Context: an optimization exercise on an open-source flow, tuned for small area. The choices shown serve that exercise and are no tape-out recipe. Function was checked by simulation only, so behaviour that the tests miss may differ from the original. Power and IR drop assume default switching activity.

<file path="flow/flow/run.sh">
#!/bin/bash
# The standard layout (the standard.sh: unchanged synthesis, floorplan,
# power grid, placement, routing), with two changes: clock tree synthesis
# adds no dummy loads, and the port buffers use the smallest buffer cell.
# Each tool's output stays in the ORFS logs under orfs/logs.
set -euo pipefail
bash standard.sh \
  "CTS_ARGS=-sink_clustering_enable -repair_clock_nets -sink_clustering_size 10 -sink_clustering_max_diameter 50 -buf_list sky130_fd_sc_hd__clkbuf_4 -dont_use_dummy_load" \
  "BUFFER_PORTS_ARGS=-buffer_cell sky130_fd_sc_hd__buf_1" \
  finish > standard.log 2>&1
</file>
<file path="flow/config.mk">
export PLATFORM = sky130hd
export DESIGN_NAME = Segway
export DESIGN_NICKNAME = Segway
export VERILOG_FILES = /design/flow/design.v
export SDC_FILE = /design/flow/constraint.sdc
export NUM_CORES = 4
export LEC_CHECK = 0
export CAP_MARGIN = 20
export CORE_MARGIN = 2
export CORE_UTILIZATION = 40
export CTS_BUF_LIST = sky130_fd_sc_hd__clkbuf_8
export CTS_CLUSTER_DIAMETER = 80
export CTS_CLUSTER_SIZE = 16
export PLACE_DENSITY = 0.6
export SLEW_MARGIN = 20
</file>
<file path="flow/design.v">
module rst_synch(RST_n, clk, rst_n);
input RST_n, clk;
output reg rst_n;
reg out1;
always @(posedge clk, negedge RST_n)
  if (!RST_n) begin
    out1 <= 1'b0;
    rst_n <= 1'b0;
  end else begin
    out1 <= 1'b1;
    rst_n <= out1;
  end
endmodule
module SPI_mstr16(clk, rst_n, wrt, MISO, SS_n, SCLK, busy, front, shft, bit_cnt, sclk_cnt, MISO_smpl, first_smpl);
input clk, rst_n, wrt, MISO;
output SS_n;
output SCLK;
output busy;			 
output front;			 
output reg shft;		 
output reg [3:0] bit_cnt;
output [4:0] sclk_cnt;		 
output reg MISO_smpl;
output reg first_smpl;		 
localparam IDLE = 2'd0, FRONT = 2'd1, GO = 2'd2, BACK = 2'd3;
reg [1:0] state, nxt_state;
reg [4:0] sclk_div;
reg en_SCLK;
wire [8:0] cnt_inc;
wire cnt_co;
rc_inc #(9) u_cinc(.a({bit_cnt, sclk_div}), .ci(1'b1), .s(cnt_inc), .co(cnt_co));
wire sclk_all1 = &sclk_div;
wire bit_all1 = &bit_cnt;
assign SCLK = sclk_div[4];
assign sclk_cnt = sclk_div;
wire smpl = ~sclk_div[4] & (&sclk_div[3:0]);
wire shft_nxt = sclk_all1;
assign busy = (state != IDLE);
assign SS_n = ~busy;
assign front = (state == FRONT);
always @(posedge clk, negedge rst_n)
	if(!rst_n)
		state <= IDLE;
	else
		state <= nxt_state;
always @(posedge clk, negedge rst_n)
	if(!rst_n)
		sclk_div[4] <= 1'b0;
	else if(SS_n)
		sclk_div[4] <= 1'b1;
	else if(en_SCLK)
		sclk_div[4] <= cnt_inc[4];
always @(posedge clk)
	if(SS_n)
		{bit_cnt, sclk_div[3:0]} <= 8'hF7;
	else if(en_SCLK)
		{bit_cnt, sclk_div[3:0]} <= {cnt_inc[8:5], cnt_inc[3:0]};
always @(posedge clk)
	if(smpl)
		MISO_smpl <= MISO;
always @(posedge clk, negedge rst_n)
	if(!rst_n)
		first_smpl <= 1'b0;
	else if(shft & (state == GO) & (bit_cnt == 4'h0))
		first_smpl <= MISO_smpl;
always @* begin
	nxt_state = state;
	shft = 1'b0;
	en_SCLK = 1'b0;
	case(state)
	  IDLE : if(wrt) nxt_state = FRONT;
	  FRONT : begin
		en_SCLK = 1'b1;
		if(shft_nxt) nxt_state = GO;
	  end
	  GO : begin
		if(bit_all1) nxt_state = BACK;
		else begin
			en_SCLK = 1'b1;
			shft = shft_nxt;
		end
	  end
	  default : begin	 
		if(shft_nxt) begin
			nxt_state = IDLE;
			shft = 1'b1;
		end else
			en_SCLK = 1'b1;
	  end
	endcase
end
endmodule
module A2D_intf(clk, rst_n, nxt, MISO, lft_ld, rght_ld, batt_low, a2d_SS_n, SCLK, MOSI);
input clk, rst_n, nxt;
input MISO;
output reg [11:0] lft_ld, rght_ld;
output batt_low;
output a2d_SS_n, SCLK, MOSI;
wire busy, shft, MISO_smpl, first_smpl;
wire [3:0] bit_cnt;
reg wrt, update;
reg [1:0] rnd_cnt;
reg [11:0] rd;		 
reg batt11;		 
wire done = ~busy;
SPI_mstr16 SPI(.clk(clk), .rst_n(rst_n), .wrt(wrt), .MISO(MISO), .SS_n(a2d_SS_n), .SCLK(SCLK),
		.busy(busy), .front(), .shft(shft), .bit_cnt(bit_cnt), .sclk_cnt(), .MISO_smpl(MISO_smpl), .first_smpl(first_smpl));
wire [2:0] chnl = {rnd_cnt[0] | rnd_cnt[1], 1'b0, rnd_cnt[1]};
reg cmd_bit;
always @* begin
	case(bit_cnt)
	  4'd2: cmd_bit = chnl[2];
	  4'd3: cmd_bit = chnl[1];
	  4'd4: cmd_bit = chnl[0];
	  default: cmd_bit = 1'b0;
	endcase
end
assign MOSI = busy ? cmd_bit : first_smpl;
always @(posedge clk)
	if(shft)
		rd <= {rd[10:0], MISO_smpl};
always @(posedge clk, negedge rst_n)
	if(!rst_n)
		rnd_cnt <= 2'b00;
	else if(update)
		rnd_cnt <= {rnd_cnt[0], ~rnd_cnt[0] & ~rnd_cnt[1]};
always @(posedge clk, negedge rst_n)
	if(!rst_n)
		lft_ld <= 12'h000;
	else if(update & ~rnd_cnt[0] & ~rnd_cnt[1])
		lft_ld <= rd;
always @(posedge clk, negedge rst_n)
	if(!rst_n)
		rght_ld <= 12'h000;
	else if(update & rnd_cnt[0])
		rght_ld <= rd;
always @(posedge clk, negedge rst_n)
	if(!rst_n)
		batt11 <= 1'b0;
	else if(update & rnd_cnt[1])
		batt11 <= rd[11];
assign batt_low = ~batt11;
localparam IDLE = 2'd0, SEND_1ST = 2'd1, WAIT_1 = 2'd2, SEND_2ND = 2'd3;
reg [1:0] state, nxt_state;
always @(posedge clk, negedge rst_n)
	if(!rst_n)
		state <= IDLE;
	else
		state <= nxt_state;
always @* begin
	nxt_state = state;
	wrt = 1'b0;
	update = 1'b0;
	case(state)
	  IDLE : if(nxt) begin nxt_state = SEND_1ST; wrt = 1'b1; end
	  SEND_1ST : if(done) nxt_state = WAIT_1;
	  WAIT_1 : begin nxt_state = SEND_2ND; wrt = 1'b1; end
	  default : if(done) begin nxt_state = IDLE; update = 1'b1; end
	endcase
end
endmodule
module UART_rcv(clk, rst_n, RX, clr_rdy, rdy_g, rdy_s);
input clk, rst_n;
input RX;
input clr_rdy;
output rdy_g, rdy_s;		 
reg state;			 
reg [3:0] bit_cnt;
reg [11:0] baud_cnt;
reg rx_ff1, rx_ff2;
reg gm, sm;			 
localparam [11:0] BAUD_END = 12'h800, BAUD_HALF = 12'h564, BAUD_FULL = 12'hE47;
wire shift = (baud_cnt == BAUD_END);
wire [11:0] baud_step = {baud_cnt[10:0], baud_cnt[11] ^ baud_cnt[10]};
wire [3:0] bit_inc;
wire bit_co;
rc_inc #(4) u_binc(.a(bit_cnt), .ci(1'b1), .s(bit_inc), .co(bit_co));
wire start = ~state & ~rx_ff2;
wire last = state & (bit_cnt == 4'b1010);
always @(posedge clk or negedge rst_n)
  if (!rst_n)
    state <= 1'b0;
  else if (start)
    state <= 1'b1;
  else if (last)
    state <= 1'b0;
always @(posedge clk)
  if (start)
    bit_cnt <= 4'b0000;
  else if (shift)
    bit_cnt <= bit_inc;
always @(posedge clk)
  if (start)
    baud_cnt <= BAUD_HALF;
  else if (shift)
    baud_cnt <= BAUD_FULL;
  else
    baud_cnt <= baud_step;
reg exp_g, exp_s, dbit;
always @* begin
  dbit = 1'b1;
  exp_g = 1'b0;
  exp_s = 1'b0;
  case (bit_cnt)
    4'd1: begin exp_g = 1'b1; exp_s = 1'b1; end
    4'd2: begin exp_g = 1'b1; exp_s = 1'b1; end
    4'd3: begin exp_g = 1'b1; exp_s = 1'b0; end
    4'd4: begin exp_g = 1'b0; exp_s = 1'b0; end
    4'd5: begin exp_g = 1'b0; exp_s = 1'b1; end
    4'd6: begin exp_g = 1'b1; exp_s = 1'b1; end
    4'd7: begin exp_g = 1'b1; exp_s = 1'b1; end
    4'd8: begin exp_g = 1'b0; exp_s = 1'b0; end
    default: dbit = 1'b0;
  endcase
end
always @(posedge clk or negedge rst_n)
  if (!rst_n) begin
    gm <= 1'b0;
    sm <= 1'b0;
  end else if (start) begin
    gm <= 1'b1;
    sm <= 1'b1;
  end else if (clr_rdy) begin
    gm <= 1'b0;
    sm <= 1'b0;
  end else if (shift & dbit & state) begin
    gm <= gm & (rx_ff2 == exp_g);
    sm <= sm & (rx_ff2 == exp_s);
  end
always_ff @(posedge clk or negedge rst_n)
  if (!rst_n)
    begin
      rx_ff1 <= 1'b1;
      rx_ff2 <= 1'b1;
    end
  else
    begin
      rx_ff1 <= RX;
      rx_ff2 <= rx_ff1;
    end
assign rdy_g = ~state & gm;
assign rdy_s = ~state & sm;
endmodule
module Auth_blk(clk, rst_n, RX, rider_off, pwr_up);
input clk, rst_n, RX, rider_off;
output reg pwr_up;
wire g, s;
reg clr_rx_rdy;
UART_rcv RCV(.clk(clk), .rst_n(rst_n), .RX(RX), .clr_rdy(clr_rx_rdy), .rdy_g(g), .rdy_s(s));
localparam OFF = 2'd0, PWR1 = 2'd1, PWR2 = 2'd2;
reg [1:0] state, nxt_state;
always @(posedge clk, negedge rst_n)
	if(!rst_n)
		state <= OFF;
	else
		state <= nxt_state;
always @* begin
	nxt_state = OFF;
	pwr_up = 1'b0;
	clr_rx_rdy = 1'b0;
	case(state)
	  OFF : if(g) begin nxt_state = PWR1; pwr_up = 1'b1; clr_rx_rdy = 1'b1; end
	  PWR1 : begin
		pwr_up = 1'b1;
		if(s) begin nxt_state = PWR2; clr_rx_rdy = 1'b1; end
		else nxt_state = PWR1;
	  end
	  PWR2 : begin
		if(g) begin nxt_state = PWR1; pwr_up = 1'b1; clr_rx_rdy = 1'b1; end
		else if(!rider_off) begin nxt_state = PWR2; pwr_up = 1'b1; end
	  end
	  default : ;
	endcase
end
endmodule
module PWM11(clk, rst_n, cnt, clr, PWM_sig);
input clk, rst_n;
input [10:0] cnt;
input clr;
output reg PWM_sig;
always @(posedge clk, negedge rst_n)
  if(!rst_n)
    PWM_sig <= 1'b0;
  else if(clr)
    PWM_sig <= 1'b0;
  else if(~|cnt)
    PWM_sig <= 1'b1;
endmodule
module mtr_drv(clk, rst_n, cnt, pwr_up, lft_ge, rght_ge, lft_rev, rght_rev, PWM_rev_lft, PWM_rev_rght, PWM_frwrd_lft, PWM_frwrd_rght);
input clk, rst_n;
input [10:0] cnt;
input pwr_up;			 
input lft_ge, rght_ge;		 
input lft_rev, rght_rev;
output PWM_rev_lft, PWM_rev_rght;
output PWM_frwrd_lft, PWM_frwrd_rght;
wire lft_pwm_sig, rght_pwm_sig;
assign PWM_rev_lft = lft_rev & lft_pwm_sig;
assign PWM_frwrd_lft = ~lft_rev & lft_pwm_sig;
assign PWM_rev_rght = rght_rev & rght_pwm_sig;
assign PWM_frwrd_rght = ~rght_rev & rght_pwm_sig;
PWM11 l_pwm(.clk(clk), .rst_n(rst_n), .cnt(cnt), .clr(~pwr_up | lft_ge), .PWM_sig(lft_pwm_sig)),
      r_pwm(.clk(clk), .rst_n(rst_n), .cnt(cnt), .clr(~pwr_up | rght_ge), .PWM_sig(rght_pwm_sig));
endmodule
module Piezo_Timer(clk, rst_n, reset, steer_en_tmr_full, cnt16_full, cnt);
input clk, rst_n, reset;
output steer_en_tmr_full;
output cnt16_full;
output reg [26:0] cnt;
wire [26:0] nxt;
wire [27:0] c;
assign c[0] = 1'b1;
genvar i;
generate for (i = 0; i < 27; i = i + 1) begin : g
	assign nxt[i] = cnt[i] ^ c[i];
	assign c[i+1] = cnt[i] & c[i];
end endgenerate
assign steer_en_tmr_full = c[15];	 
assign cnt16_full = c[16];		 
always @(posedge clk, negedge rst_n)
	if(!rst_n)
		cnt <= 27'h0;
	else if(reset)
		cnt <= 27'h0;
	else
		cnt <= nxt;
endmodule
module piezo(clk, rst_n, en_steer, ovr_spd, batt_low, steer_en_clr_tmr, piezo, piezo_n, steer_en_tmr_full, cnt16_full);
input clk, rst_n, en_steer, ovr_spd, batt_low, steer_en_clr_tmr;
output piezo, piezo_n, steer_en_tmr_full, cnt16_full;
wire wave;
wire [26:0] cnt;
wire any = en_steer | ovr_spd | batt_low;
Piezo_Timer piezo_timer(.clk(clk), .rst_n(rst_n), .reset(~any & steer_en_clr_tmr), .cnt(cnt), .steer_en_tmr_full(steer_en_tmr_full), .cnt16_full(cnt16_full));
assign wave = 	(ovr_spd) ? (~cnt[12] & ~cnt[24]) :
		(en_steer) ? (~cnt[14] & ~cnt[25] & ~cnt[26]) : 1'b0;
assign piezo = (wave | (batt_low & ~cnt[15] & cnt[26] & ~cnt[25]));
assign piezo_n = any & ~piezo;
endmodule
module inertial_integrator(clk, rst_n, vld, ld_cmp, cmp_en, inc_en, sclk_cnt, bit_cnt, ptch_rt, AZ, ptch);
input clk, rst_n, vld, ld_cmp;
input cmp_en;			 
input inc_en;			 
input [4:0] sclk_cnt;		 
input [3:0] bit_cnt;		 
input [15:0] ptch_rt, AZ;
output [15:0] ptch;
reg [26:0] ptch_int;
reg [16:0] inc;
reg cmp;
assign ptch = ptch_int[26:11];
wire [26:0] ptch_int_nxt;
wire pn_co;
rc_add #(27) u_pn(.a(ptch_int), .b({{10{inc[16]}}, inc}), .ci(1'b0), .s(ptch_int_nxt), .co(pn_co));
wire [15:0] p = ptch_int_nxt[26:11];
reg [7:0] dl;			 
reg oc;				 
reg asgn;			 
reg [2:0] sc;			 
reg az_k, pb_k, off_k;
always @* begin
  az_k = asgn;
  case (sclk_cnt)
    5'd23: az_k = AZ[0];   5'd24: az_k = AZ[1];   5'd25: az_k = AZ[2];
    5'd26: az_k = AZ[3];   5'd27: az_k = AZ[4];   5'd28: az_k = AZ[5];
    5'd29: az_k = AZ[6];   5'd30: az_k = AZ[7];   5'd31: az_k = AZ[8];
    5'd0:  az_k = AZ[9];   5'd1:  az_k = AZ[10];  5'd2:  az_k = AZ[11];
    5'd3:  az_k = AZ[12];  5'd4:  az_k = AZ[13];  5'd5:  az_k = AZ[14];
    5'd6:  az_k = AZ[15];
    default: ;
  endcase
  off_k = (sclk_cnt == 5'd30) | (sclk_cnt == 5'd31);	 
  pb_k = 1'b0;
  case (sclk_cnt)
    5'd4:  pb_k = ~p[0];   5'd5:  pb_k = ~p[1];   5'd6:  pb_k = ~p[2];
    5'd7:  pb_k = ~p[3];   5'd8:  pb_k = ~p[4];   5'd9:  pb_k = ~p[5];
    5'd10: pb_k = ~p[6];   5'd11: pb_k = ~p[7];   5'd12: pb_k = ~p[8];
    5'd13: pb_k = ~p[9];   5'd14: pb_k = ~p[10];  5'd15: pb_k = ~p[11];
    5'd16: pb_k = ~p[12];  5'd17: pb_k = ~p[13];  5'd18: pb_k = ~p[14];
    5'd19: pb_k = ~p[15];  5'd20: pb_k = ~p[15];
    default: ;
  endcase
end
wire in_az = (sclk_cnt[4] & (sclk_cnt[3] | (sclk_cnt[2] & sclk_cnt[1] & sclk_cnt[0]))) |	 
	     (~sclk_cnt[4] & ~sclk_cnt[3] & ~(sclk_cnt[2] & sclk_cnt[1] & sclk_cnt[0]));	 
wire a_k = in_az ? (az_k ^ off_k ^ oc) : asgn;
wire oc_n = (az_k & off_k) | (az_k & oc) | (off_k & oc);
wire nak = ~a_k;
wire f1s = dl[7] ^ dl[5] ^ dl[2];
wire f1c = (dl[7] & dl[5]) | (dl[7] & dl[2]) | (dl[5] & dl[2]);
wire f2s = nak ^ pb_k ^ sc[0];
wire f2c = (nak & pb_k) | (nak & sc[0]) | (pb_k & sc[0]);
wire x_k = f1s ^ f2s;			 
wire h0c = f1s & f2s;
wire f3s = f1c ^ f2c ^ h0c;
wire f3c = (f1c & f2c) | (f1c & h0c) | (f2c & h0c);
wire t1 = f3s ^ sc[1];
wire h1c = f3s & sc[1];
wire t2 = f3c ^ h1c ^ sc[2];
wire t3 = (f3c & h1c) | (f3c & sc[2]) | (h1c & sc[2]);
wire [2:0] sc_n = {t3, t2, t1};
always @(posedge clk) begin
  if (ld_cmp) begin
    dl <= 8'h00;
    oc <= 1'b0;
    sc <= 3'd1;
  end else begin
    dl <= {dl[6:0], a_k};
    oc <= oc_n;
    sc <= sc_n;
  end
  if (sclk_cnt == 5'd6)
    asgn <= a_k;
end
always @(posedge clk, negedge rst_n)
  if (!rst_n)
    cmp <= 1'b1;
  else if (cmp_en & (bit_cnt == 4'd0) & (sclk_cnt == 5'd20))
    cmp <= ~x_k;
localparam [15:0] RTC_K = 16'hFC3E;
wire [4:0] j = sclk_cnt;
wire inc_step = inc_en & (bit_cnt == 4'd0) & ~j[4] | inc_en & (bit_cnt == 4'd0) & (j == 5'd16);
wire first = (j == 5'd0);
reg c1, c2, rl;
wire c1e = c1 & ~first;
wire c2e = c2 | first;
wire kc = j[4] ? 1'b0 : RTC_K[j[3:0]];
wire rtc_j = j[4] ? rl : (inc[0] ^ kc ^ c1e);
wire c1n = (inc[0] & kc) | (inc[0] & c1e) | (kc & c1e);
wire kk = (j == 5'd10) | (~cmp & ((j[3] & (j[2] | (j[1] & j[0]))) | j[4]));	 
wire nr = ~rtc_j;
wire inc_j = kk ^ nr ^ c2e;
wire c2n = (kk & nr) | (kk & c2e) | (nr & c2e);
always @(posedge clk)
  if (inc_step) begin
    c1 <= c1n;
    c2 <= c2n;
    rl <= rtc_j;
  end
always @(posedge clk, negedge rst_n)
	if(!rst_n) begin
		ptch_int <= 27'h0;
		inc <= 17'h00000;
	end else if(vld) begin
		ptch_int <= ptch_int_nxt;
		inc <= {ptch_rt[15], ptch_rt};
	end else if(inc_step)
		inc <= {inc_j, inc[16:1]};
endmodule
module inert_intf(clk, rst_n, vld, ptch, SS_n, SCLK, MOSI, MISO, INT, init_go);
  input clk, rst_n;
  input INT;
  input init_go;		 
  output vld;
  output [15:0] ptch;
  input MISO;
  output SS_n, SCLK, MOSI;
  reg INT1, INT_stable;
  reg [7:0] ptchL, ptchH, AZL;
  reg [7:0] rd;			 
  localparam INIT1 = 4'd0, INIT2 = 4'd1, INIT3 = 4'd2, INIT4 = 4'd3, WAIT = 4'd4,
	     RD1 = 4'd5, RD2 = 4'd6, RD3 = 4'd7, RD4 = 4'd8;
  reg [3:0] state, nxt_state;
  wire done = ~busy & (state != INIT1);
  reg wrt;
  wire busy, front, shft, MISO_smpl, first_smpl;
  wire [3:0] bit_cnt;
  wire [4:0] sclk_cnt;
  SPI_mstr16 iSPI(.clk(clk), .rst_n(rst_n), .wrt(wrt), .MISO(MISO), .SS_n(SS_n), .SCLK(SCLK),
		  .busy(busy), .front(front), .shft(shft), .bit_cnt(bit_cnt), .sclk_cnt(sclk_cnt), .MISO_smpl(MISO_smpl), .first_smpl(first_smpl));
  inertial_integrator iINT(.clk(clk), .rst_n(rst_n), .vld(vld), .ld_cmp((state == RD3) & done),
			   .cmp_en(state == RD4), .inc_en(state == RD1), .sclk_cnt(sclk_cnt), .bit_cnt(bit_cnt),
			   .ptch_rt({ptchH, ptchL}), .AZ({rd, AZL}), .ptch(ptch));
  reg [15:0] cip;
  always @* begin
    case(state)
      INIT2: cip = 16'h0D02;
      INIT3: cip = 16'h1053;
      INIT4: cip = 16'h1150;
      WAIT:  cip = 16'h1460;
      RD1:   cip = 16'hA200;
      RD2:   cip = 16'hA300;
      RD3:   cip = 16'hAC00;
      RD4:   cip = 16'hAD00;
      default: cip = 16'h0D02;
    endcase
  end
  assign MOSI = busy ? cip[front ? 4'hF : ~bit_cnt] : first_smpl;
  always @(posedge clk)
    if(shft)
      rd <= {rd[6:0], MISO_smpl};
  always_ff@(posedge clk) begin
    INT1 <= INT;
    INT_stable <= INT1;
  end
  always_ff@(posedge clk, negedge rst_n)
    if(!rst_n)
      state <= INIT1;
    else
      state <= nxt_state;
  always_comb begin
    wrt = 1'b0;
    nxt_state = state;
    case(state)
      INIT1: if(init_go) begin wrt = 1'b1; nxt_state = INIT2; end
      INIT2: if(done) begin wrt = 1'b1; nxt_state = INIT3; end
      INIT3: if(done) begin wrt = 1'b1; nxt_state = INIT4; end
      INIT4: if(done) begin wrt = 1'b1; nxt_state = WAIT; end
      WAIT:  if(done & INT_stable) begin wrt = 1'b1; nxt_state = RD1; end
      RD1:   if(done) begin wrt = 1'b1; nxt_state = RD2; end
      RD2:   if(done) begin wrt = 1'b1; nxt_state = RD3; end
      RD3:   if(done) begin wrt = 1'b1; nxt_state = RD4; end
      RD4:   if(done) nxt_state = WAIT;
      default: nxt_state = INIT1;
    endcase
  end
  assign vld = (state == RD4) & done;
  always_ff@(posedge clk)
    if((state == WAIT) & done & INT_stable)
      ptchL <= rd;
  always_ff@(posedge clk)
    if((state == RD1) & done)
      ptchH <= rd;
  always_ff@(posedge clk)
    if((state == RD2) & done)
      AZL <= rd;
endmodule
module balance_cntrl(clk, rst_n, vld, pwr_up, ptch, ld_cell_diff, rider_off, en_steer,
		     cnt_nxt, lft_ge, lft_rev, rght_ge, rght_rev, too_fast);
  input clk, rst_n;
  input vld;
  input pwr_up;
  input [15:0] ptch;
  input [11:0] ld_cell_diff;
  input rider_off;
  input en_steer;
  input [10:0] cnt_nxt;		 
  output lft_ge;		 
  output lft_rev;
  output rght_ge;
  output rght_rev;
  output too_fast;
  reg [17:0] full_integrator;
  reg [9:0] prev_ptch_err, intermediate;
  wire [9:0] e = ptch[15] ? (&ptch[14:9] ? ptch[9:0] : 10'h200) :
			     (|ptch[14:9] ? 10'h1FF : ptch[9:0]);
  wire [17:0] next_integrator;
  wire ni_co;
  rc_add #(18) u_int(.a(full_integrator), .b({{8{e[9]}}, e}), .ci(1'b0), .s(next_integrator), .co(ni_co));
  wire ov = (e[9] & full_integrator[17] & ~next_integrator[17]) |
	    (~e[9] & ~full_integrator[17] & next_integrator[17]);
  always @(posedge clk)
	if(rider_off | ~pwr_up)
		full_integrator <= 18'h0;
	else if(vld & ~ov)
		full_integrator <= next_integrator;
  always @(posedge clk, negedge rst_n)
	if(!rst_n) begin
		prev_ptch_err <= 10'h0;
		intermediate <= 10'h0;
	end
	else if(vld) begin
		prev_ptch_err <= intermediate;
		intermediate <= e;
	end
  wire [9:0] dd;
  wire dd_co;
  rc_add #(10) u_dd(.a(e), .b(~prev_ptch_err), .ci(1'b1), .s(dd), .co(dd_co));
  wire [6:0] d = dd[9] ? (&dd[8:6] ? dd[6:0] : 7'h40) :
			 (|dd[8:6] ? 7'h3F : dd[6:0]);
  wire [11:0] I = full_integrator[13:2];
  wire [14:0] pid;
  pid_sum u_pid(.e(e), .d(d), .I(I), .y(pid));
  wire [11:0] dif = ld_cell_diff;
  wire [14:0] D8 = {{6{dif[11]}}, dif[11:3]};
  wire nz = |dif[2:0];
  wire neg = dif[11] & (|dif[10:0]);
  wire [14:0] st_l = en_steer ? (neg ? D8 : ~D8) : 15'h0;
  wire [14:0] st_r = en_steer ? (neg ? ~D8 : D8) : 15'h0;
  wire ci_l = en_steer & (neg ? nz : 1'b1);
  wire ci_r = en_steer & neg & ~nz;
  wire [14:0] tl, tr;
  wire tl_co, tr_co;
  rc_add #(15) u_tl(.a(pid), .b(st_l), .ci(ci_l), .s(tl), .co(tl_co));
  rc_add #(15) u_tr(.a(pid), .b(st_r), .ci(ci_r), .s(tr), .co(tr_co));
  wire [10:0] lspd_n, rspd_n;
  wire lrev_n, rrev_n;
  torque_shape u_l(.t(tl), .spd(lspd_n), .rev(lrev_n));
  torque_shape u_r(.t(tr), .spd(rspd_n), .rev(rrev_n));
  wire lge_n, rge_n;
  rc_carry #(11) u_lge(.a(cnt_nxt), .b(~lspd_n), .ci(1'b1), .co(lge_n));
  rc_carry #(11) u_rge(.a(cnt_nxt), .b(~rspd_n), .ci(1'b1), .co(rge_n));
  wire tf_n = (lspd_n[10] & lspd_n[9] & (|lspd_n[8:0])) | (rspd_n[10] & rspd_n[9] & (|rspd_n[8:0]));
  reg lft_ge_f, rght_ge_f, lft_rev_f, rght_rev_f, tf_f;
  always_ff@(posedge clk) begin
		lft_ge_f <= lge_n;
		rght_ge_f <= rge_n;
		lft_rev_f <= lrev_n;
		rght_rev_f <= rrev_n;
		tf_f <= tf_n;
  end
  assign lft_ge = lft_ge_f;
  assign rght_ge = rght_ge_f;
  assign lft_rev = lft_rev_f;
  assign rght_rev = rght_rev_f;
  assign too_fast = pwr_up & tf_f;
endmodule
module torque_shape(input [14:0] t, output [10:0] spd, output rev);
  assign rev = t[14];
  wire [13:0] oc = t[13:0] ^ {14{t[14]}};	 
  wire big = (|oc[13:7]) | (oc[6] & (oc[5] | oc[4] | oc[3] | (oc[2] & (oc[1] | (rev & oc[0])))));
  wire [10:0] adj;
  wire adj_co;
  rc_add #(11) u_adj(.a(oc[10:0]), .b(11'd980), .ci(rev), .s(adj), .co(adj_co));
  wire sat = adj_co | (|oc[13:11]);
  wire [6:0] a;
  wire a_co;
  rc_inc #(7) u_a(.a(oc[6:0]), .ci(rev), .s(a), .co(a_co));
  wire [10:0] m;
  wire m_co;
  rc_add #(11) u_m(.a({a, 4'b0000}), .b(~{4'b0000, a}), .ci(1'b1), .s(m), .co(m_co));
  assign spd = big ? (sat ? 11'h7FF : adj) : m;
endmodule
module pid_sum(input [9:0] e, input [6:0] d, input [11:0] I, output [14:0] y);
  wire s0 = ~e[0] ^ I[1] ^ 1'b1;
  wire c0 = (~e[0] & I[1]) | (~e[0] & 1'b1) | (I[1] & 1'b1);
  wire s1 = ~e[1] ^ d[0] ^ I[2];
  wire c1 = (~e[1] & d[0]) | (~e[1] & I[2]) | (d[0] & I[2]);
  wire s2 = ~e[2] ^ d[1] ^ I[3];
  wire c2 = (~e[2] & d[1]) | (~e[2] & I[3]) | (d[1] & I[3]);
  wire s3 = e[0] ^ ~e[3] ^ d[0];
  wire c3 = (e[0] & ~e[3]) | (e[0] & d[0]) | (~e[3] & d[0]);
  wire s4 = d[2] ^ I[4] ^ c2;
  wire c4 = (d[2] & I[4]) | (d[2] & c2) | (I[4] & c2);
  wire s5 = e[1] ^ ~e[4] ^ d[1];
  wire c5 = (e[1] & ~e[4]) | (e[1] & d[1]) | (~e[4] & d[1]);
  wire s6 = d[3] ^ I[5] ^ c3;
  wire c6 = (d[3] & I[5]) | (d[3] & c3) | (I[5] & c3);
  wire s7 = c4 ^ s5 ^ s6;
  wire c7 = (c4 & s5) | (c4 & s6) | (s5 & s6);
  wire s8 = e[2] ^ ~e[5] ^ d[2];
  wire c8 = (e[2] & ~e[5]) | (e[2] & d[2]) | (~e[5] & d[2]);
  wire s9 = d[4] ^ I[6] ^ c5;
  wire c9 = (d[4] & I[6]) | (d[4] & c5) | (I[6] & c5);
  wire s10 = c6 ^ c7 ^ s8;
  wire c10 = (c6 & c7) | (c6 & s8) | (c7 & s8);
  wire s11 = e[3] ^ ~e[6] ^ d[3];
  wire c11 = (e[3] & ~e[6]) | (e[3] & d[3]) | (~e[6] & d[3]);
  wire s12 = d[5] ^ I[7] ^ c8;
  wire c12 = (d[5] & I[7]) | (d[5] & c8) | (I[7] & c8);
  wire s13 = c9 ^ c10 ^ s11;
  wire c13 = (c9 & c10) | (c9 & s11) | (c10 & s11);
  wire s14 = e[4] ^ ~e[7] ^ d[4];
  wire c14 = (e[4] & ~e[7]) | (e[4] & d[4]) | (~e[7] & d[4]);
  wire s15 = ~d[6] ^ I[8] ^ 1'b1;
  wire c15 = (~d[6] & I[8]) | (~d[6] & 1'b1) | (I[8] & 1'b1);
  wire s16 = c11 ^ c12 ^ c13;
  wire c16 = (c11 & c12) | (c11 & c13) | (c12 & c13);
  wire s17 = s14 ^ s15 ^ s16;
  wire c17 = (s14 & s15) | (s14 & s16) | (s15 & s16);
  wire s18 = e[5] ^ ~e[8] ^ d[5];
  wire c18 = (e[5] & ~e[8]) | (e[5] & d[5]) | (~e[8] & d[5]);
  wire s19 = I[9] ^ 1'b1 ^ c14;
  wire c19 = (I[9] & 1'b1) | (I[9] & c14) | (1'b1 & c14);
  wire s20 = c15 ^ c16 ^ c17;
  wire c20 = (c15 & c16) | (c15 & c17) | (c16 & c17);
  wire s21 = s18 ^ s19 ^ s20;
  wire c21 = (s18 & s19) | (s18 & s20) | (s19 & s20);
  wire s22 = e[6] ^ e[9] ^ ~d[6];
  wire c22 = (e[6] & e[9]) | (e[6] & ~d[6]) | (e[9] & ~d[6]);
  wire s23 = I[10] ^ 1'b1 ^ c18;
  wire c23 = (I[10] & 1'b1) | (I[10] & c18) | (1'b1 & c18);
  wire s24 = c19 ^ c20 ^ c21;
  wire c24 = (c19 & c20) | (c19 & c21) | (c20 & c21);
  wire s25 = s22 ^ s23 ^ s24;
  wire c25 = (s22 & s23) | (s22 & s24) | (s23 & s24);
  wire s26 = e[7] ^ ~I[11] ^ 1'b1;
  wire c26 = (e[7] & ~I[11]) | (e[7] & 1'b1) | (~I[11] & 1'b1);
  wire s27 = c22 ^ c23 ^ c24;
  wire c27 = (c22 & c23) | (c22 & c24) | (c23 & c24);
  wire s28 = c25 ^ s26 ^ s27;
  wire c28 = (c25 & s26) | (c25 & s27) | (s26 & s27);
  wire s29 = e[8] ^ c26 ^ c27;
  wire c29 = (e[8] & c26) | (e[8] & c27) | (c26 & c27);
  wire [14:0] r1 = {1'b1, ~e[9], c28, s28, s25, s21, s17, s12, s9, s7, s3, c1, c0, s0, I[0]};
  wire [14:0] r2 = {1'b0, c29, s29, 1'b0, 1'b0, 1'b0, 1'b0, s13, s10, 1'b0, s4, s2, s1, 1'b0, 1'b0};
  wire co;
  rc_add #(15) u_add(.a(r1), .b(r2), .ci(1'b0), .s(y), .co(co));
endmodule
module steer_en_SM(clk, rst_n, lft_load, rght_load, tmr_full, en_steer, rider_off, clr_tmr, load_cell_diff);
  input clk;
  input rst_n;
  input [11:0] lft_load, rght_load;
  input tmr_full;
  output reg en_steer;
  output reg rider_off;
  output reg clr_tmr;
  output [11:0] load_cell_diff;
  localparam IDLE = 2'd0, WAIT = 2'd1, STEER = 2'd2;
  reg [1:0] state, nxt_state;
  wire [11:0] sum_lo;
  wire sum_hi;
  rc_add #(12) u_sum(.a(lft_load), .b(rght_load), .ci(1'b0), .s(sum_lo), .co(sum_hi));
  wire [12:0] sum = {sum_hi, sum_lo};
  wire sum_gt_min = sum > 13'h220;
  wire sum_lt_min = sum < 13'h1E0;
  wire [11:0] dif;
  wire dif_co;
  rc_add #(12) u_dif(.a(lft_load), .b(~rght_load), .ci(1'b1), .s(dif), .co(dif_co));
  wire sgn = dif[11];
  wire [11:0] dif_oc = dif ^ {12{sgn}};
  assign load_cell_diff = dif;	 
  wire diff_gt_1_4;
  rc_carry #(12) u_c14(.a(dif_oc), .b(~{1'b0, sum[12:2]}), .ci(sgn), .co(diff_gt_1_4));
  wire [8:0] q = sum[12:4];
  wire [11:0] y_lo;
  wire y_co;
  rc_add #(12) u_y(.a(dif_oc), .b({3'b000, q}), .ci(sgn), .s(y_lo), .co(y_co));
  wire [12:0] y = {y_co, y_lo};
  wire diff_gt_15_16;
  rc_carry #(9) u_c1516(.a(y[12:4]), .b(~q), .ci(|y[3:0]), .co(diff_gt_15_16));
  always_ff@(posedge clk, negedge rst_n)
    if(!rst_n)
      state <= IDLE;
    else
      state <= nxt_state;
  always_comb begin
    clr_tmr = 0;
    en_steer = 0;
    rider_off = 1;
    nxt_state = IDLE;
    case(state)
    IDLE: if(sum_gt_min) begin
      clr_tmr = 1;
      rider_off = 0;
      nxt_state = WAIT;
    end
    WAIT: if(sum_lt_min) begin
      rider_off = 1;
      nxt_state = IDLE;
    end
    else if(diff_gt_1_4) begin
      clr_tmr = 1;
      nxt_state = WAIT;
      rider_off = 0;
    end
    else if(tmr_full) begin
      en_steer = 1;
      nxt_state = STEER;
      rider_off = 0;
    end
    else begin
      nxt_state = WAIT;
      rider_off = 0;
    end
    STEER: if(sum_lt_min) begin
      rider_off = 1;
      nxt_state = IDLE;
    end
    else if(diff_gt_15_16) begin
      clr_tmr = 1;
      nxt_state = WAIT;
      rider_off = 0;
    end
    else begin
      en_steer = 1;
      nxt_state = STEER;
      rider_off = 0;
    end
    default: nxt_state = IDLE;
    endcase
  end
endmodule
module Segway(clk,RST_n,LED,INERT_SS_n,INERT_MOSI,
              INERT_SCLK,INERT_MISO,A2D_SS_n,A2D_MOSI,A2D_SCLK,
			  A2D_MISO,PWM_rev_rght,PWM_frwrd_rght,PWM_rev_lft,
			  PWM_frwrd_lft,piezo_n,piezo,INT,RX);
  input clk,RST_n;
  input INERT_MISO;
  input A2D_MISO;
  input INT;
  input RX;
  output [7:0] LED;
  output A2D_SS_n, INERT_SS_n;
  output A2D_MOSI, INERT_MOSI;
  output A2D_SCLK, INERT_SCLK;
  output PWM_rev_rght, PWM_frwrd_rght;
  output PWM_rev_lft, PWM_frwrd_lft;
  output piezo_n,piezo;
  wire rst_n;
  wire [11:0] lft_ld, rght_ld;
  wire batt_low;
  wire pwr_up;
  wire [15:0] ptch;
  wire vld;
  wire lft_rev, rght_rev, too_fast;
  wire rider_off, en_steer;
  wire [11:0] load_cell_diff;
  wire steer_en_tmr_full, steer_en_clr_tmr;
  wire [10:0] tmr16, tmr16_nxt;
  wire lft_ge, rght_ge;
  wire init_go;
  assign LED = ptch[15:8];
  free_tmr iTMR(.clk(clk), .rst_n(rst_n), .cnt(tmr16), .nxt(tmr16_nxt));
  A2D_intf a2d_intf_DUT(.clk(clk), .rst_n(rst_n), .nxt(vld), .MISO(A2D_MISO),
			.lft_ld(lft_ld), .rght_ld(rght_ld), .batt_low(batt_low),
			.a2d_SS_n(A2D_SS_n), .SCLK(A2D_SCLK), .MOSI(A2D_MOSI));
  Auth_blk auth_blk_DUT(.clk(clk), .rst_n(rst_n), .RX(RX), .rider_off(rider_off), .pwr_up(pwr_up));
  mtr_drv mtr_drv_DUT(.clk(clk), .rst_n(rst_n), .cnt(tmr16[10:0]), .pwr_up(pwr_up),
			.lft_ge(lft_ge), .rght_ge(rght_ge), .lft_rev(lft_rev), .rght_rev(rght_rev),
			.PWM_rev_lft(PWM_rev_lft), .PWM_rev_rght(PWM_rev_rght),
			.PWM_frwrd_lft(PWM_frwrd_lft), .PWM_frwrd_rght(PWM_frwrd_rght));
  piezo piezo_DUT(.clk(clk), .rst_n(rst_n), .en_steer(en_steer), .ovr_spd(too_fast),
			.batt_low(batt_low), .steer_en_clr_tmr(steer_en_clr_tmr),
			.piezo(piezo), .piezo_n(piezo_n), .steer_en_tmr_full(steer_en_tmr_full), .cnt16_full(init_go));
  inert_intf inert_intf_DUT(.clk(clk), .rst_n(rst_n), .INT(INT), .MISO(INERT_MISO), .init_go(init_go),
				.vld(vld), .ptch(ptch), .SS_n(INERT_SS_n), .SCLK(INERT_SCLK), .MOSI(INERT_MOSI));
  balance_cntrl balance_ctrl_DUT(.clk(clk), .rst_n(rst_n), .pwr_up(pwr_up), .vld(vld), .ptch(ptch),
				.ld_cell_diff(load_cell_diff), .rider_off(rider_off), .en_steer(en_steer),
				.cnt_nxt(tmr16_nxt[10:0]), .lft_ge(lft_ge), .lft_rev(lft_rev), .rght_ge(rght_ge), .rght_rev(rght_rev),
				.too_fast(too_fast));
  steer_en_SM steer_en_DUT(.clk(clk), .rst_n(rst_n), .lft_load(lft_ld), .rght_load(rght_ld),
				.tmr_full(steer_en_tmr_full), .en_steer(en_steer), .rider_off(rider_off),
				.load_cell_diff(load_cell_diff), .clr_tmr(steer_en_clr_tmr));
  rst_synch iRST(.clk(clk), .RST_n(RST_n), .rst_n(rst_n));
endmodule
module rc_add #(parameter W = 8) (input [W-1:0] a, input [W-1:0] b, input ci, output [W-1:0] s, output co);
  wire [W:0] c;
  assign c[0] = ci;
  genvar i;
  generate for (i = 0; i < W; i = i + 1) begin : g
    wire p = a[i] ^ b[i];
    assign s[i] = p ^ c[i];
    assign c[i+1] = (a[i] & b[i]) | (p & c[i]);
  end endgenerate
  assign co = c[W];
endmodule
module rc_carry #(parameter W = 8) (input [W-1:0] a, input [W-1:0] b, input ci, output co);
  wire [W:0] c;
  assign c[0] = ci;
  genvar i;
  generate for (i = 0; i < W; i = i + 1) begin : g
    assign c[i+1] = (a[i] & b[i]) | ((a[i] | b[i]) & c[i]);
  end endgenerate
  assign co = c[W];
endmodule
module rc_inc #(parameter W = 8) (input [W-1:0] a, input ci, output [W-1:0] s, output co);
  wire [W:0] c;
  assign c[0] = ci;
  genvar i;
  generate for (i = 0; i < W; i = i + 1) begin : g
    assign s[i] = a[i] ^ c[i];
    assign c[i+1] = a[i] & c[i];
  end endgenerate
  assign co = c[W];
endmodule
module free_tmr(input clk, input rst_n, output reg [10:0] cnt, output [10:0] nxt);
  wire co;
  rc_inc #(11) u_inc(.a(cnt), .ci(1'b1), .s(nxt), .co(co));
  always @(posedge clk, negedge rst_n)
    if (!rst_n) cnt <= 11'h0;
    else cnt <= nxt;
endmodule
</file>
<file path="flow/constraint.sdc">
create_clock -name core_clock -period 20.0 [get_ports {clk}]
set_input_delay 4.0000 -clock core_clock [delete_from_list [all_inputs] [get_ports {clk}]]
set_output_delay 4.0000 -clock core_clock [all_outputs]
set_load 0.01 [all_outputs]
</file>
<file path="flow/standard.sh">
#!/bin/bash
# synth_recipe.tcl (not shown) runs the flow's synth.tcl, then flattens the netlist and writes it again
# the make line also repeats each setting of config.mk as NAME=value (left out here)
make -C /OpenROAD-flow-scripts/flow DESIGN_CONFIG=/design/flow/config.mk WORK_HOME=/design/flow/orfs CLKGATE_MAP_FILE= SYNTH_SCRIPT=/design/flow/synth_recipe.tcl "${@:-finish}"
</file>
==> results.yml, run 1 <==
floorplanning:
  rows: 79
  initial_core_util: 0.4027
  dieArea_um2: 48420
  core_area_um2: 46360
  chipWidth_um: 220.0
  die_h_um: 220.0
  io_pins: 26
placement:
  place_inst: 2443
  numPortBuffers: 25
  gp_congestion: 0.8868
  dp_hpwl_um: 28660
  preCtsSetupSlack_ns: -0.1871
critical_path:
  cpMostUsedCell: "fa_2"
  crit_family: "adder cells"
  slowest_stage: "fa_2"
  worst-path-max-fanout: 4
  critical_path.max_stage_delay_ns: 0.43
  crit_arrival_ns: 19.83
  path_class: "reg2reg"
  worstPathRequired_ns: 20.60
  cp-startpoint: "a2d_intf_DUT.lft_ld[0]"
  critical_path_buf_inv_count: 10
  reg2reg_slack_ns: 0.77
  r2r-start: "a2d_intf_DUT.lft_ld[0]"
  worstSetupEndpointType: "flop"
  startpoint_type: "flop"
yosys:
  syn_avg_cell_area_um2: 10.03
  synth_top_area_share: 0.2064
  synth_ff_type: "dfrtp_1"
  yosys_warnings: 12
  synth_cell_types: 88
  syn_nets: 2163
  synth_edf_count: 50
  synth_area_leaders: "dfrtp_1, fa_1, ha_1"
  synth_common_cells: "inv_1, nand2_1, dfrtp_1"
  ys_seq_elements: 279
  ys_async_sr_fraction: 0.5627
  yosysMostFrequentCell: "inv_1"
  synth_area_um2: 18670
  synthCells: 1862
  synth_top_area_cell: "dfrtp_1"
  seq_area_frac_synth: 0.3683
clock_tree:
  htreeDepth: 2
  cts_hold_buffers: 0
  clock_sinks: 279
  cts_tree: "yes"
  clk_pin_slew_ns: 0.11
  insertion_delay_ns: 0.81
  cts_buffers: 42
  cts-root-buf: "clkbuf_4"
  clockBufferDepth: 3
job:
  cap_violations: 0
timing:
  skew_ns: 0.1416
  report.final.hold_viol_count: 0
  relSlewSlack: 0.2899
  min_period_over_period: 0.9614
  setup_viol: 0
  slew_viol_final: 0
  period_needed_ns: 19.23
  timing.final.ws_setup_ns: 0.7724
  max_freq_mhz: 52.01
  tightest_slew_ns: 1.061
pwr:
  power_density_nw_per_um2: 47.83
  pwr-share-seq: 0.644
  power_switching_mw: 0.2353
  comb_power_share: 0.054
  switching_share: 0.2465
  p_clk_frac: 0.302
  ir_drop_v: 0.00003528
  power.total_mw: 0.9544
  leakage_nw: 9.001
  p_int_mw: 0.7191
layout:
  finalNonFillerCells: 2494
  final_util: 0.4304
  final_nets: 2189
  fillCellCount: 4397
  syn_to_final_growth_pct: 6.876
  drive_gt1_frac: 0.08802
grt:
  grtUsageTotal: 0.1641
  grt_pass1_vias: 13170
  overflow: 0
  grt_max_degree: 74
  antenna_found_initial: 1
  grt_pass1_wl_um: 64850
drt:
  drtPass1Iterations: 5
  routed_wl_um: 37960
  vias: 12920
  wl_per_cell_um: 15.22
  drc: 0
  via_per_inst: 5.180
  drtIter0Drc: 796
  ant_nets: 0
status:
  status: "no timing/DRC/antenna violations"
min_path:
  holdCritPathClass: "reg2async"
cell type report:
| cell class | instances | area [um^2] | area share |
|---|---|---|---|
| Sequential cell | 279 | 6879 | 0.3448 |
| Timing Repair Buffer | 56 | 326.6 | 0.01637 |
| Inverter | 239 | 897.1 | 0.04496 |
| Antenna cell | 1 | 2.502 | 0.0001254 |
| Clock buffer | 42 | 315.3 | 0.01580 |
| Tap cell | 607 | 759.5 | 0.03806 |
| Multi-Input combinational cell | 1270 | 10770 | 0.5399 |
cell families after synthesis:
logic type / Yosys count / share of synthesized area
AND/OR/NAND/NOR: 548 / 0.1388
AO/OA/AOI/OAI: 320 / 0.1139
buffers and inverters: 313 / 0.06521
adder cells (fa/ha/maj): 298 / 0.2598
flip-flops: 279 / 0.3683
XOR/XNOR: 59 / 0.02842
multiplexers: 44 / 0.02547
other: 1 / 0.0002009
worst paths after layout:
check,end,cells past startpoint
max,balance_ctrl_DUT.rght_ge_f,78
min,inert_intf_DUT.iSPI.sclk_div[4],0
max reg2reg,balance_ctrl_DUT.rght_ge_f,78
min reg2reg,inert_intf_DUT.iSPI.sclk_div[4],0
max in group asynchronous,iRST.rst_n,1
min in group core_clock,inert_intf_DUT.INT_stable,0
flip-flops by register name, indices dropped and copies added (netlist names), 4 cells and up:
| signal | cells |
|---|---|
| inert_intf_DUT.ptchH | 8 |
| inert_intf_DUT.AZL | 8 |
| a2d_intf_DUT.lft_ld | 12 |
| auth_blk_DUT.RCV.bit_cnt | 4 |
| a2d_intf_DUT.SPI.sclk_div | 5 |
| balance_ctrl_DUT.prev_ptch_err | 10 |
| balance_ctrl_DUT.intermediate | 10 |
| balance_ctrl_DUT.full_integrator | 18 |
| inert_intf_DUT.iINT.inc | 17 |
| inert_intf_DUT.iSPI.bit_cnt | 4 |
| inert_intf_DUT.iINT.ptch_int | 27 |
| inert_intf_DUT.iINT.dl | 8 |
| iTMR.cnt | 11 |
| auth_blk_DUT.RCV.baud_cnt | 12 |
| inert_intf_DUT.rd | 8 |
| inert_intf_DUT.state | 4 |
| a2d_intf_DUT.rght_ld | 12 |
| piezo_DUT.piezo_timer.cnt | 27 |
| a2d_intf_DUT.rd | 12 |
| inert_intf_DUT.iSPI.sclk_div | 5 |
| inert_intf_DUT.ptchL | 8 |
| a2d_intf_DUT.SPI.bit_cnt | 4 |
cell usage in the layout (no fill, tap or decap), drive strengths merged, types with 24 or more instances in the layout:
cell type | synthesis | layout
inv | 237 | 237
nand2 | 206 | 206
dfrtp | 154 | 154
fa | 150 | 150
ha | 145 | 145
nor2 | 121 | 121
o21ai | 89 | 89
dfxtp | 72 | 72
buf | 16 | 56
a21oi | 51 | 51
edfxtp | 50 | 50
clkbuf | 58 | 42
nor3 | 39 | 39
and2 | 38 | 38
xnor2 | 37 | 37
nand3 | 35 | 35
mux2 | 25 | 25
a211oi | 24 | 24
what timing repair did:
| action | 4_1_cts | 5_1_grt |
|---|---|---|
| endpoints found under the setup margin | 2 | 3 |
| resized for setup | 4 | 34 |
| buffers inserted | 3 | 4 |
| pin swaps | 3 | 10 |
metrics by stage:
step	cell area, um^2	TNS (ns)	hold slack (ns)
detailed placement	19440	-0.1871	0.3295
finish	19950	0	0.2790
global route	19950	-0.03924	0.3483
CTS	19790	0	0.3138
global placement	19440	0	0.3179
floorplan	18730	0	0.3096
power groups by stage:
stage	clock (mW)	combinational [mW]	sequential, mW
after floorplan	0	0.0397	0.625
after global placement	0	0.0505	0.626
after CTS	0.307	0.0526	0.615
final	0.288	0.0514	0.615
after global routing	0.327	0.0606	0.619
after detailed placement	0	0.0527	0.627
per-layer routing:
layer	GRT usage	vias to the layer above	wire length, um
met5	0	-	0
met4	0.06107	0	1062
met3	0.02498	70	1217
met2	0.2757	184	18270
met1	0.2142	6337	17410
li1	-	6329	-
==> inputs of run 2 (changes only) <==
--- a/flow/flow/run.sh
+++ b/flow/flow/run.sh
@@ -7,3 +7,3 @@
 bash standard.sh \
-  "CTS_ARGS=-sink_clustering_enable -repair_clock_nets -sink_clustering_size 10 -sink_clustering_max_diameter 50 -buf_list sky130_fd_sc_hd__clkbuf_4 -dont_use_dummy_load" \
+  "CTS_ARGS=-sink_clustering_enable -repair_clock_nets -sink_clustering_size 20 -sink_clustering_max_diameter 60 -buf_list sky130_fd_sc_hd__clkbuf_8 -dont_use_dummy_load" \
   "BUFFER_PORTS_ARGS=-buffer_cell sky130_fd_sc_hd__buf_1" \
==> run 2 against run 1 <==
Die area is the same. Maximum frequency is essentially flat. Hold slack gained 0.060 ns. Clock power grew 9.4%. Utilization grew 0.18 points. Clock-buffer cell count shrank 13. Via count shrank 0.53%. Final area grew 0.41%. Critical path type unchanged.
==> results.yml, run 2 <==
status:
  status: "no timing/DRC/antenna violations"
drt:
  via_per_inst: 5.184
  drtPass1Iterations: 5
  highest_layer: "met4"
  ant_nets: 0
  drc: 0
  wl_met3_um: 1132
  wl_per_cell_um: 15.25
  wl_met1_um: 17520
  vias: 12850
  routed_wl_um: 37800
  drtIter0Drc: 769
  met2WireLength_um: 18310
yosys:
  syn_avg_cell_area_um2: 10.03
  yosysMostFrequentCell: "inv_1"
  ys_seq_elements: 279
  synthCells: 1862
  synth_top_area_cell: "dfrtp_1"
  seq_area_frac_synth: 0.3683
  synth_top_family_by_area: "adder cells"
  synth_ff_type: "dfrtp_1"
  synth_common_cells: "inv_1, nand2_1, dfrtp_1"
  synth_cell_types: 88
  syn_nets: 2163
  synth_top_area_share: 0.2064
  synth-xor-area-share: 0.02842
  synthAdderAreaFrac: 0.2598
  synth_mux_area_frac: 0.02547
  synth_compound_area_frac: 0.1139
  yosys.area_share.simple: 0.1388
  synth_edf_count: 50
  synth_area_um2: 18670
  synth_area_leaders: "dfrtp_1, fa_1, ha_1"
  ys_async_sr_fraction: 0.5627
  yosys_warnings: 12
timing:
  period_needed_ns: 19.21
  hold_ws_ns: 0.3395
  setup_viol: 0
  slew_viol_final: 0
  rsz0062_at_grt: "false"
  report.final.hold_viol_count: 0
  tightest_slew_ns: 1.066
  timing.final.ws_setup_ns: 0.7858
  max_freq_mhz: 52.04
  relSlewSlack: 0.2867
  skew_ns: 0.1126
  setup_tns_ns: 0
  min_period_over_period: 0.9607
pwr:
  comb_power_share: 0.053
  power_density_nw_per_um2: 49.03
  ir_drop_v: 0.00004788
  pwr-share-seq: 0.627
  leakage_nw: 9.015
  power.total_mw: 0.9822
  power_switching_mw: 0.2313
  p_clk_frac: 0.321
  p_int_mw: 0.7508
  switching_share: 0.2355
layout:
  drive_gt1_frac: 0.08226
  insertedDiodeCount: 0
  reg_top3: "inert_intf_DUT.iINT.ptch_int x27, piezo_DUT.piezo_timer.cnt x27, balance_ctrl_DUT.full_integrator x18"
  fillCellCount: 4386
  multi_input_area_um2: 10780
  final_util: 0.4322
  final_common_cell: "inv_1"
  fin_area_um2: 20030
  final_nets: 2175
  seqCellArea_um2: 6879
  finalNonFillerCells: 2479
  layout_common_cells: "inv_1, nand2_1, dfrtp_1"
  syn_to_final_growth_pct: 7.312
grt:
  antenna_found_initial: 0
  grt_pass1_vias: 13040
  overflow: 0
  grt_pass1_wl_um: 64560
  grtUsageTotal: 0.1619
  grt_max_degree: 74
floorplanning:
  die_h_um: 220.0
  io_pins: 26
  rows: 79
  chipWidth_um: 220.0
  initial_core_util: 0.4027
  core_area_um2: 46360
  dieArea_um2: 48420
placement:
  place_area_um2: 19440
  gp_congestion: 0.8868
  numPortBuffers: 25
  place_inst: 2443
  preCtsSetupSlack_ns: -0.1871
  dp_hpwl_um: 28660
critical_path:
  crit_arrival_ns: 19.66
  reg2reg_slack_ns: 0.79
  critical_path.max_stage_delay_ns: 0.47
  slowest_stage: "o41a_1"
  r2r-start: "a2d_intf_DUT.lft_ld[0]"
  startpoint_type: "flop"
  worst-path-max-fanout: 4
  worst_r2r_endpoint: "balance_ctrl_DUT.rght_ge_f"
  cpMostUsedCell: "fa_2"
  reg2regPathDepth: 78
  worstSetupEndpointType: "flop"
  worstPathRequired_ns: 20.45
  path_class: "reg2reg"
clock_tree:
  clockBufferDepth: 3
  cts-root-buf: "clkbuf_8"
  insertion_delay_ns: 0.65
  clock_sinks: 279
  cts_buffers: 29
  clk_pin_slew_ns: 0.09
  htreeDepth: 1
  cts_tree: "yes"
job:
  cap_violations: 0
min_path:
  holdCritPathClass: "reg2async"
run 2: cells by family (layout without fill, tap and decap cells):
group                    Yosys count  after routing
AO/OA/AOI/OAI                    320            320
XOR/XNOR                          59             59
adder cells (fa/ha/maj)          298            298
buffers and inverters            313            323
flip-flops                       279            279
multiplexers                      44             44
other                              1              1
AND/OR/NAND/NOR                  548            548
run 2: what timing repair did:
action	4_1_cts	5_1_grt
buffers inserted	3	3
hold buffers	0	0
endpoints found under the hold margin	0	0
pin swaps	3	13
gates cloned	0	0
endpoints found under the setup margin	2	3
gates resized for setup	5	36
run 2: power by group through the flow:
stage	combinational, mW	clock, mW	sequential [mW]
after floorplan	0.0397	0	0.625
after global placement	0.0505	0	0.626
after detailed placement	0.0527	0	0.627
after CTS	0.0525	0.331	0.616
after global routing	0.0605	0.352	0.619
final	0.0517	0.315	0.616
run 2: worst max path at each step:
stage                                       from                    endpoint  slack [ns]  depth (start not counted)
after floorplan           a2d_intf_DUT.lft_ld[0]  balance_ctrl_DUT.rght_ge_f        0.03                         81
after global placement    a2d_intf_DUT.lft_ld[0]  balance_ctrl_DUT.rght_ge_f        0.17                         77
after detailed placement  a2d_intf_DUT.lft_ld[0]  balance_ctrl_DUT.rght_ge_f       -0.19                         77
after CTS                 a2d_intf_DUT.lft_ld[0]  balance_ctrl_DUT.rght_ge_f        0.04                         77
after global routing      a2d_intf_DUT.lft_ld[0]   balance_ctrl_DUT.lft_ge_f        0.01                         79
final                     a2d_intf_DUT.lft_ld[0]  balance_ctrl_DUT.rght_ge_f        0.79                         78
run 2: worst max-delay path: cells and delay by family, from the launching register on:
kind | cells | cell delay (ns)
AOI/OAI and AO/OA | 10 | 1.82
xor gates and xnor gates | 4 | 0.58
adders and majority gates | 47 | 14.52
buffers and inverters | 10 | 0.53
DFF | 1 | 0.39
and+or+nand+nor | 7 | 1.17
run 2: area by class of cell:
type / count / area share
repair buffers: 55 / 0.01593
flip-flops and latches: 279 / 0.3434
multi-input cells: 1270 / 0.5381
inverters: 239 / 0.04478
clock buffers: 29 / 0.01992
well taps: 607 / 0.03791
run 2: routing by layer:
| layer | GRT usage | vias to the layer above |
|---|---|---|
| li1 | - | 6282 |
| met1 | 0.2171 | 6347 |
| met2 | 0.2758 | 167 |
| met3 | 0.02208 | 56 |
| met4 | 0.04161 | 0 |
| met5 | 0 | - |
==> inputs of run 3 (changes only) <==
--- a/flow/flow/run.sh
+++ b/flow/flow/run.sh
@@ -7,3 +7,3 @@
 bash standard.sh \
-  "CTS_ARGS=-sink_clustering_enable -repair_clock_nets -sink_clustering_size 20 -sink_clustering_max_diameter 60 -buf_list sky130_fd_sc_hd__clkbuf_8 -dont_use_dummy_load" \
+  "CTS_ARGS=-sink_clustering_enable -repair_clock_nets -sink_clustering_size 16 -sink_clustering_max_diameter 80 -buf_list sky130_fd_sc_hd__clkbuf_8 -dont_use_dummy_load" \
   "BUFFER_PORTS_ARGS=-buffer_cell sky130_fd_sc_hd__buf_1" \
==> run 3 against run 2 <==
Still clean. First-iteration DRC count is 0.91% lower. Flip-flop and latch count stayed put. Combinational power hardly changed. Utilization is 0.078 points lower. Global-route usage is 0.066 points lower. Sequential share of layout area is 0.062 points higher. Synthesized cell count stayed put. Clock-buffer cell count is 3 lower. Area after synthesis stayed put. Critical endpoint unchanged. Largest power group unchanged.
==> results.yml, run 3 <==
placement:
  numPortBuffers: 25
  dp_hpwl_um: 28660
  gp_congestion: 0.8868
  preCtsSetupSlack_ns: -0.1871
min_path:
  hold_depth: 0
  min_from: "inert_intf_DUT.INT1"
  holdCritPathClass: "reg2reg"
  holdPathEnd: "inert_intf_DUT.INT_stable"
yosys:
  synth_cell_types: 88
  syn_nets: 2163
  yosysMostFrequentCell: "inv_1"
  syn_avg_cell_area_um2: 10.03
  synth_common_cells: "inv_1, nand2_1, dfrtp_1"
  seq_area_frac_synth: 0.3683
  synth_area_um2: 18670
  synth_area_leaders: "dfrtp_1, fa_1, ha_1"
  synth_top_area_cell: "dfrtp_1"
  yosys_warnings: 12
  synth_top_area_share: 0.2064
  ys_async_sr_fraction: 0.5627
  synthCells: 1862
  ys_seq_elements: 279
  synth_edf_count: 50
  synth_ff_type: "dfrtp_1"
layout:
  syn_to_final_growth_pct: 7.117
  final_nets: 2173
  layout_common_cells: "inv_1, nand2_1, dfrtp_1"
  final_common_cell: "inv_1"
  drive_gt1_frac: 0.08021
  reg_top3: "inert_intf_DUT.iINT.ptch_int x27, piezo_DUT.piezo_timer.cnt x27, balance_ctrl_DUT.full_integrator x18"
  final_util: 0.4314
  insertedDiodeCount: 0
  fillCellCount: 4372
timing:
  report.final.hold_viol_count: 0
  tightest_slew_ns: 1.081
  max_freq_mhz: 52.01
  skew_ns: 0.08862
  slew_viol_final: 0
  setup_viol: 0
  relSlewSlack: 0.2767
  timing.final.ws_setup_ns: 0.7729
  period_needed_ns: 19.23
  min_period_over_period: 0.9614
job:
  cap_violations: 0
drt:
  drc: 0
  routed_wl_um: 37780
  ant_nets: 0
  via_per_inst: 5.178
  wl_per_cell_um: 15.25
  drtIter0Drc: 762
  drtPass1Iterations: 5
  vias: 12830
critical_path:
  crit_arrival_ns: 19.70
  startpoint_type: "flop"
  reg2reg_slack_ns: 0.77
  path_class: "reg2reg"
  critical_path_buf_inv_count: 10
  slowest_stage: "fa_2"
  worstPathRequired_ns: 20.47
  crit_family: "adder cells"
  cpMostUsedCell: "fa_2"
  critical_path.max_stage_delay_ns: 0.43
  reg2regPathDepth: 78
  worst_r2r_endpoint: "balance_ctrl_DUT.rght_ge_f"
  worst-path-max-fanout: 4
  worstSetupEndpointType: "flop"
  r2r-start: "a2d_intf_DUT.lft_ld[0]"
clock_tree:
  clk_pin_slew_ns: 0.09
  cts-root-buf: "clkbuf_8"
  clock_sinks: 279
  htreeDepth: 1
  insertion_delay_ns: 0.60
  cts_hold_buffers: 0
  cts_tree: "yes"
  cts_buffers: 26
  clockBufferDepth: 3
grt:
  overflow: 0
  grt_max_degree: 74
  grt_pass1_vias: 13020
  grtUsageTotal: 0.1612
  grt_pass1_wl_um: 64360
  antenna_found_initial: 0
pwr:
  leakage_nw: 9.002
  ir_drop_v: 0.00004808
  power_density_nw_per_um2: 48.23
floorplanning:
  io_pins: 26
  chipWidth_um: 220.0
  rows: 79
  core_area_um2: 46360
  initial_core_util: 0.4027
  dieArea_um2: 48420
  die_h_um: 220.0
status:
  status: "no timing/DRC/antenna violations"
[run 3: repair_timing]
action,CTS,global route
buffers inserted,3,4
resized for setup,4,34
endpoints found under the setup margin,1,3
pin swaps,3,10
[run 3: final cells by class]
| cell class | instances | area, um^2 | area share |
|---|---|---|---|
| repair buffers | 56 | 326.6 | 0.01633 |
| multi-input cells | 1270 | 10780 | 0.5389 |
| flip-flops and latches | 279 | 6879 | 0.3440 |
| clock buffers | 26 | 357.8 | 0.01789 |
| well taps | 607 | 759.5 | 0.03798 |
| inverters | 239 | 897.1 | 0.04486 |
[run 3: metrics by stage]
stage          total power [mW]   TNS, ns  instance area [um^2]  std cells  hold slack [ns]
2_1_floorplan            0.6645         0                 18730       1862           0.3096
3_3_place_gp             0.6770         0                 19440       2443           0.3179
3_5_place_dp             0.6797   -0.1871                 19440       2443           0.3295
4_1_cts                  0.9856         0                 19830       2472           0.3527
5_1_grt                   1.015  -0.01130                 20000       2477           0.3609
6_report                 0.9645         0                 20000       2477           0.3525
[run 3: worst max-delay path by stage]
stage / slack (ns) / depth (start not counted) / to / from
final: 0.77 / 78 / balance_ctrl_DUT.rght_ge_f / a2d_intf_DUT.lft_ld[0]
after global routing: -0.01 / 79 / balance_ctrl_DUT.lft_ge_f / a2d_intf_DUT.lft_ld[0]
after CTS: 0.05 / 77 / balance_ctrl_DUT.rght_ge_f / a2d_intf_DUT.lft_ld[0]
after detailed placement: -0.19 / 77 / balance_ctrl_DUT.rght_ge_f / a2d_intf_DUT.lft_ld[0]
after global placement: 0.17 / 77 / balance_ctrl_DUT.rght_ge_f / a2d_intf_DUT.lft_ld[0]
after floorplan: 0.03 / 81 / balance_ctrl_DUT.rght_ge_f / a2d_intf_DUT.lft_ld[0]
[run 3: kinds of logic (layout without fill, tap and decap cells)]
logic type      count (synthesis)  count (layout)  share of synthesized area
fa+ha+maj                     298             298                     0.2598
xor+xnor                       59              59                    0.02842
other cells                     1               1                  0.0002009
flops                         279             279                     0.3683
mux                            44              44                    0.02547
compound gates                320             320                     0.1139
buf+inv                       313             321                    0.06521
simple gates                  548             548                     0.1388
[run 3: metal layers]
layer / track usage / up-vias / wire length (um)
met5: 0 / - / 0
met3: 0.02167 / 59 / 1133
met4: 0.04407 / 0 / 908
li1: - / 6285 / -
met2: 0.2748 / 166 / 18270
met1: 0.2152 / 6317 / 17460
[run 3: report_power, final]
group | internal [mW] | switching [mW] | leakage (nW) | total, mW
Clock | 0.115 | 0.183 | 0.187 | 0.298
Combinational | 0.0247 | 0.0267 | 5.65 | 0.0514
Sequential | 0.598 | 0.0165 | 3.16 | 0.615

-- what the ideal ports hide --
In the flow no input, the clock included, has a driving cell. The finished layouts below were timed again as built, in two steps. Step 1: set_driving_cell puts a clkbuf_16 on clk and a buf_2 on each other input, an assumption about the parent block. Step 2 also shifts input and output timing later by t, the mid clock arrival at the registers, as if the neighbouring blocks saw the same clock. a / b / c = ideal ports / drivers / drivers and shift; a / b = the first two.
run | t (ns) | setup slack, ns | pins driven straight from the clock port
run 1 | 0.792 | 0.772 / 0.772 / 0.772 | 1
run 2 | 0.641 | 0.786 / 0.786 / 0.786 | 1
run 3 | 0.612 | 0.773 / 0.773 / 0.773 | 1
After both steps setup and hold are still met in every run listed.
